Background: an optimization exercise with open tools, aiming at small area and a short achievable clock period. Do not read the settings as production practice. Where RTL was checked, it was by simulation tests only, not by an equivalence proof against the original. Function not checked in run 2: the RTL went through the layout flow alone.

`flow/config.mk`:
```
export PLATFORM = sky130hd
export DESIGN_NAME = BC_FIR
export DESIGN_NICKNAME = BC_FIR
export VERILOG_FILES = /design/flow/design.v
export SDC_FILE = /design/flow/constraint.sdc
export NUM_CORES = 4
export LEC_CHECK = 0
export CAP_MARGIN = 20
export CORE_MARGIN = 2
export CORE_UTILIZATION = 40
export SLEW_MARGIN = 20
```
`flow/constraint.sdc`:
```
create_clock -name core_clock -period 16.0 [get_ports {clock_s}]
set_input_delay 3.2000 -clock core_clock [delete_from_list [all_inputs] [get_ports {clock_s}]]
set_output_delay 3.2000 -clock core_clock [all_outputs]
set_load 0.01 [all_outputs]
```
`flow/design.v`:
```
module BC_FIR(
    input [12:0]                in, 
    input                       clock_s, 
    output logic [12:0]         out 
);
localparam [12*19-1:0] b = {12'd3,12'd0,12'd4075,12'd0,12'd78,12'd0,12'd3859,12'd0,12'd943,12'd1533,12'd943,12'd0,12'd3859,12'd0,12'd78,12'd0,12'd4075,12'd0,12'd3};
logic [12-1:0]       mux_in_large [2*19-1:0];
logic [12-1:0]       next_mux_in_large [2*19-1:0];  
logic [12-1:0]       mux_in [19-1:0];  
always_comb begin
    for (int i = 1; i < 2*19; i = i + 1)
        next_mux_in_large[i] = mux_in_large[i-1];
    next_mux_in_large[0] = in[12-1:0];
end
genvar gi;
for (gi=0; gi<19; gi=gi+1) begin : genbit
    assign mux_in[gi] = mux_in_large[(gi+1)*2-1];
end
    always_comb begin
        out = b[0 +: 12]*mux_in[0];
        for(int i = 1; i < 18/2; i=i+1) begin
            out = out + b[i*12 +: 12]*(mux_in[i]+mux_in[18-i]);
        end
        out = out + b[9*12 +: 12]*mux_in[9];
    end
always_ff @(posedge clock_s) begin
    for (int i = 0; i < 2*19; i = i + 1)
        mux_in_large[i] <= next_mux_in_large[i];
end
endmodule
```
`flow/run.sh`:
```
#!/bin/bash
# synth_recipe.tcl (not shown) runs the flow's synth.tcl, then flattens the netlist and writes it again
# the make line also repeats each setting of config.mk as NAME=value (left out here)
make -C /OpenROAD-flow-scripts/flow DESIGN_CONFIG=/design/flow/config.mk WORK_HOME=/design/flow/orfs CLKGATE_MAP_FILE= SYNTH_SCRIPT=/design/flow/synth_recipe.tcl finish
```
==> results of run 1 <==
[repair_timing]
| action | in CTS | in global routing |
|---|---|---|
| buffers inserted | 0 | 3 |
| setup endpoints to repair | 0 | 1 |
| hold endpoints to repair | 0 | 0 |
| resized for setup | 0 | 5 |
[area by class of cell]
type	count	area share
multi-input combinational	695	0.4314
sequential	408	0.3948
inverter	341	0.06187
clock buffer	54	0.05286
tap	600	0.03629
timing repair buffer	33	0.01500
clock inverter	15	0.007802
[worst paths after layout]
kind | slack, ns | start | cells past startpoint | end
setup / recovery | 0.67 | mux_in_large[9][0] | 49 | out[12]
hold / removal | 0.31 | mux_in_large[32][2] | 0 | mux_in_large[33][2]
setup reg to reg | 15.12 | mux_in_large[19][0] | 0 | mux_in_large[20][0]
hold reg to reg | 0.31 | mux_in_large[32][2] | 0 | mux_in_large[33][2]
[layer usage]
metal / up-vias / wire (um)
met5: - / 0
met4: 0 / 606
met3: 44 / 1042
met2: 87 / 16370
met1: 4490 / 16260
li1: 4528 / -
[metrics by stage]
step	worst slack (ns)	std cells	hold slack [ns]
6_report	0.6678	2146	0.3099
3_5_place_dp	0.6843	2074	0.3121
5_1_grt	0.09868	2146	0.3209
2_1_floorplan	2.359	1444	0.3096
3_3_place_gp	0.7527	2074	0.3098
4_1_cts	0.08377	2143	0.3199
[critical path: cells and delay by family, from the launching register on]
family	cells	cell delay [ns]
fa+ha+maj	14	6.10
xor+xnor	13	2.62
buf+inv	13	1.28
compound gates	7	1.05
flops	1	0.34
simple gates	2	0.18
[cells by family (layout without fill, tap and decap cells)]
family          after synthesis  after routing  share of synthesized area
simple gates                 51             51                    0.01330
xor+xnor                    121            121                    0.06241
fa+ha+maj                   424            424                     0.3747
buf+inv                     341            443                    0.06977
mux                           1              1                  0.0005456
flops                       408            408                     0.4452
compound gates               98             98                    0.03403
[cell usage in the layout (no fill, tap or decap), drive strengths merged, types with 2 or more instances in the layout]
| cell type | n |
|---|---|
| nand2 | 10 |
| a21boi | 6 |
| bufinv | 2 |
| o21bai | 8 |
| xnor3 | 4 |
| xnor2 | 86 |
| nor2b | 7 |
| clkdlybuf4s50 | 25 |
| nand3 | 3 |
| nand2b | 4 |
| clkinv | 11 |
| ha | 215 |
| o21ai | 15 |
| a21o | 18 |
| fa | 209 |
| dfxtp | 408 |
| buf | 8 |
| nor3 | 5 |
| nor2 | 19 |
| clkbuf | 54 |
| xor2 | 30 |
| a21oi | 36 |
| o21a | 9 |
| inv | 342 |
==> flow_summary.toml, run 1 <==
[clocking]
root_buffer = "clkbuf_16"
clk_pin_slew_ns = 0.06
cts.sinks = 408
max-clock-path-buffers = 3
clk_latency_ns = 0.53
cts_max_level = 2
cts_tree = "built"
cts_hold_buffers = 0
numCtsBuffers = 39

[floorplanning]
initial_utilization = 0.4051
ioPinCount = 27
std_cell_rows = 78
fp.dieH_um = 218.2
core_sq_um = 45280
die_x_um = 218.2
fp.dieArea_sq_um = 47590

[setup_path]
crit_required_ns = 12.80
endpoint_kind = "primary output"
critPathMaxStageDelay_ns = 0.55
crit_slowest_cell = "fa_1"
crit_arrival_ns = 12.13
crit_top_cell = "inv_1"
crit_fanout = 3
startpoint_type = "register"
path_class = "register to primary output"

[cells_and_area]
largest-register = "mux_in_large"
seqCellArea_sq_um = 8168
multi_input_comb_area_sq_um = 8924
largest_reg_flops = 408
syn_to_final_growth_pct = 12.77
num-nets-final = 1956
final_area_sq_um = 20690
largestRegisters = "mux_in_large: 408 flops"
num_antenna_cells = 0
fill_cells = 4148
drive_gt1_frac = 0.05110
final_util = 0.4568

[route]
wire_per_inst_um = 15.98
drtPass1Iterations = 4
dr_total_vias = 9149
viasPerCell = 4.263
wl_um = 34290
drtIter0Drc = 317
ant_nets = 0
drc = 0

[yosys]
synth_seq_area_share = 0.4452
yosys-top-cells-area = "dfxtp_1, fa_1, ha_1"
synth_nets = 1882
synth_top_area_frac = 0.4452
synth_area_per_cell_sq_um = 12.70
synth_cells = 1444
synth-edff-count = 0
synth_top_area_cell = "dfxtp_1"
synthTopCellsByCount = "dfxtp_1, inv_1, ha_1"
ys_ff_latch = 408
async_flop_share = 0
synth_ff_type = "dfxtp_1"
ys_types = 35
syn_area_sq_um = 18350
synth.most_common_cell = "dfxtp_1"
yosysWarnings = 4

[grt]
use_met3 = 0.02603
busiest_layer = "met2"
grt_usage = 0.1539
grt_max_degree = 16
grt_pass1_vias = 10040
grt_remaining_overflow = 0
grt_pass1_wl_um = 54760
met2_usage = 0.2525
grt_antenna_before_repair = 0
grtUsageMet1 = 0.2120

[sta]
final.setup_skew_ns = 0.01874
hold_viol = 0
fmax_mhz = 65.22
setup_tns_ns = 0
timing.final.max_slew_violations = 0
setup_viol = 0
slew_headroom = 0.3607
finalCritPeriodShare = 0.9583
fin_crit_ns = 15.33
rsz0062_at_grt = "false"
tightest_slew_ns = 0.9558

[placed_design]
io_buffer_count = 25
place_congestion = 0.8376
placed_cell_area_sq_um = 19380
hpwl_um = 28530

[min_path]
hp-class = "register to register"

[status]
status = "no timing/DRC/antenna violations"

[run]
drv_cap = 0
==> inputs of run 2 (changes only) <==
==> flow/design.v (replaced) <==
module BC_FIR(
    input  [12:0]      in,
    input              clock_s,
    output logic [12:0] out
);
    logic [11:0] d [0:32];
    always_ff @(posedge clock_s) begin
        d[0] <= in[11:0];
        for (int j = 1; j < 33; j++) d[j] <= d[j-1];
        out <= 13'd3*d[0] + 13'd4075*({1'b0,d[4]}+{1'b0,d[32]}) + 13'd78*({1'b0,d[8]}+{1'b0,d[28]})
             + 13'd3859*({1'b0,d[12]}+{1'b0,d[24]}) + 13'd943*({1'b0,d[16]}+{1'b0,d[20]}) + 13'd1533*d[18];
    end
endmodule
==> flow_summary.toml, run 2 <==
[grt]
grt_antenna_before_repair = 3
grt_remaining_overflow = 0
grt_pass1_wl_um = 57010
grt_pass1_vias = 10190
grt_usage = 0.1621
grt_max_degree = 16

[yosys]
synth-edff-count = 0
synth_seq_area_share = 0.4434
synthTopCellsByCount = "dfxtp_1, inv_1, ha_1"
yosys-top-cells-area = "dfxtp_1, fa_1, ha_1"
synth_top_area_frac = 0.4434
async_flop_share = 0
ys_types = 42
synth_top_area_cell = "dfxtp_1"
synth_cells = 1454
synth_nets = 1892
synth.most_common_cell = "dfxtp_1"
synth_ff_type = "dfxtp_1"
synth_area_per_cell_sq_um = 12.70
ys_ff_latch = 409
syn_area_sq_um = 18470
yosysWarnings = 2

[run]
drv_cap = 0

[floorplanning]
ioPinCount = 27
core_sq_um = 45480
die_x_um = 218.9
initial_utilization = 0.4060
std_cell_rows = 78
fp.dieH_um = 218.9
fp.dieArea_sq_um = 47900

[setup_path]
startpoint_type = "register"
r2r-start = "d[8][0]"
crit_slowest_cell = "fa_1"
path_class = "register to register"
crit_required_ns = 16.43
crit_arrival_ns = 11.79
endpoint_kind = "register"
critPathMaxStageDelay_ns = 0.55
crit_fanout = 4
timing.rr.end = "out[12]"
r2r_cells = 44
r2r_setup_slack_ns = 4.64

[clocking]
root_buffer = "clkbuf_16"
post_cts_resize_count = 0
clk_pin_slew_ns = 0.06
postCtsSetupRepairBufs = 0
cts_hold_buffers = 0
cts.sinks = 409
max-clock-path-buffers = 3
numCtsBuffers = 41
clk_latency_ns = 0.56
cts_tree = "built"
cts_max_level = 2

[route]
wl_um = 35890
viasPerCell = 4.354
drtIter0Drc = 345
drtPass1Iterations = 4
dr_total_vias = 9379
ant_nets = 0
wire_per_inst_um = 16.66
drc = 0

[sta]
fin_crit_ns = 11.36
fmax_mhz = 87.99
rsz0062_at_grt = "false"
slew_headroom = 0.2733
fin_ws_ns = 4.635
hold_viol = 0
timing.final.max_slew_violations = 0
finalCritPeriodShare = 0.7103
final.setup_skew_ns = 0.01342
tightest_slew_ns = 1.086
setup_viol = 0
setup_tns_ns = 0

[placed_design]
place_congestion = 0.8676
post-place-ws_ns = 4.548
hpwl_um = 29530
io_buffer_count = 25

[status]
status = "no timing/DRC/antenna violations"

[cells_and_area]
largest_reg_flops = 396
drive_gt1_frac = 0.04955
final_common_cell = "dfxtp_1"
num_antenna_cells = 0
largestRegisters = "d: 396 flops, out: 13 flops"
num-nets-final = 1961
syn_to_final_growth_pct = 12.74
largest-register = "d"
final_cell_mix = "dfxtp_1, inv_1, ha_1"
fill_cells = 4173

[min_path]
min_to = "d[15][11]"
hp-class = "register to register"
min_from = "d[14][11]"
hold_depth = 0
## run 2: changes by cell type in the layout (fill, tap and decap cells not counted), sizes merged, moves of 5 or more
| cell | previous run | this run |
|---|---|---|
| inv | 342 | 333 |
| a31oi | 0 | 5 |
| a21o | 18 | 12 |
| nor2 | 19 | 14 |
| xnor2 | 86 | 81 |
| clkinvlp | 1 | 6 |
| o21a | 9 | 4 |
| nand2 | 10 | 18 |
| nand2b | 4 | 10 |
| or3 | 0 | 5 |
| buf | 8 | 1 |
## run 2: critical path, delay by kind of cell (launching register included)
family	cells	cell delay, ns
AO/OA/AOI/OAI	6	1.15
XOR/XNOR	11	2.69
adder cells (fa/ha/maj)	14	5.96
buffers and inverters	11	0.60
flip-flops	1	0.31
AND/OR/NAND/NOR	2	0.50
## run 2: cell families (layout without fill, tap and decap cells)
| family | after synthesis | count (layout) | synth area share |
|---|---|---|---|
| AO/OA/AOI/OAI | 97 | 97 | 0.03273 |
| multiplexers | 3 | 3 | 0.001626 |
| buffers and inverters | 330 | 430 | 0.06708 |
| adder cells (fa/ha/maj) | 424 | 424 | 0.3723 |
| flip-flops | 409 | 409 | 0.4434 |
| AND/OR/NAND/NOR | 73 | 73 | 0.02087 |
| XOR/XNOR | 118 | 118 | 0.06200 |
## run 2: worst max-delay path by stage
stage / startpoint / to / slack [ns] / cells after the start
6_report: d[8][0] / out[12] / 4.64 / 44
5_1_grt: d[8][0] / out[12] / 4.01 / 44
4_1_cts: d[8][0] / out[12] / 4.53 / 44
3_5_place_dp: d[8][0] / out[12] / 4.55 / 44
3_3_place_gp: d[8][0] / out[12] / 4.55 / 44
2_1_floorplan: d[8][0] / out[12] / 5.55 / 44
## run 2: layout make-up
| cell class | instances | area [sq um] | share of cell area |
|---|---|---|---|
| Clock buffer | 54 | 1146 | 0.05505 |
| Clock inverter | 20 | 197.7 | 0.009496 |
| Inverter | 330 | 1239 | 0.05950 |
| Multi-Input combinational cell | 715 | 9039 | 0.4342 |
| Sequential cell | 409 | 8188 | 0.3933 |
| Tap cell | 600 | 750.7 | 0.03606 |
| Timing Repair Buffer | 26 | 257.7 | 0.01238 |
## run 2: per-layer routing
metal	wire length (um)	vias up	GRT usage	part of all wire
met3	1659	48	0.02633	0.046
li1	-	4591	-	-
met4	979	0	0.05631	0.027
met2	16320	141	0.2541	0.45
met1	16930	4599	0.2278	0.47
met5	0	-	0	0
## run 2: through the flow
stage,hold WS [ns],area [sq um],instances,utilization
after floorplan,0.3096,18470,1454,-
after global placement,0.3101,19470,2080,0.4282
after detailed placement,0.3121,19470,2080,0.4282
after CTS,0.3199,20820,2154,0.4577
after global routing,0.3238,20820,2154,0.4577
final,0.3164,20820,2154,0.4577

## separate check: timing with driven ports
Ports are ideal in the flow. The routed layouts listed here were re-timed in OpenROAD. Step 1 (the two cells are an assumption about what drives the block):
set clk [get_ports {clock_s}]
set_driving_cell -lib_cell sky130_fd_sc_hd__clkbuf_16 $clk
set_driving_cell -lib_cell sky130_fd_sc_hd__buf_2 [delete_from_list [all_inputs] $clk]
Step 2 times the ports against the registers' clock, not the clock port: input delays grow and output delays shrink by t, the midpoint of the rising clock arrivals with the driver on. a / b / c = ideal / step 1 / step 2; a / b = the first two.
| run | shift t [ns] | slack for setup (ns) | hold WS [ns] | worst setup path at the end |
|---|---|---|---|---|
| run 1 | 0.575 | 0.668 / 0.616 / 1.190 | 0.310 / 0.310 / 0.310 | register to output |
| run 2 | 0.609 | 4.635 / 4.635 / 4.635 | 0.316 / 0.316 / 0.316 | register to register |
After both steps every run listed still meets setup and hold.
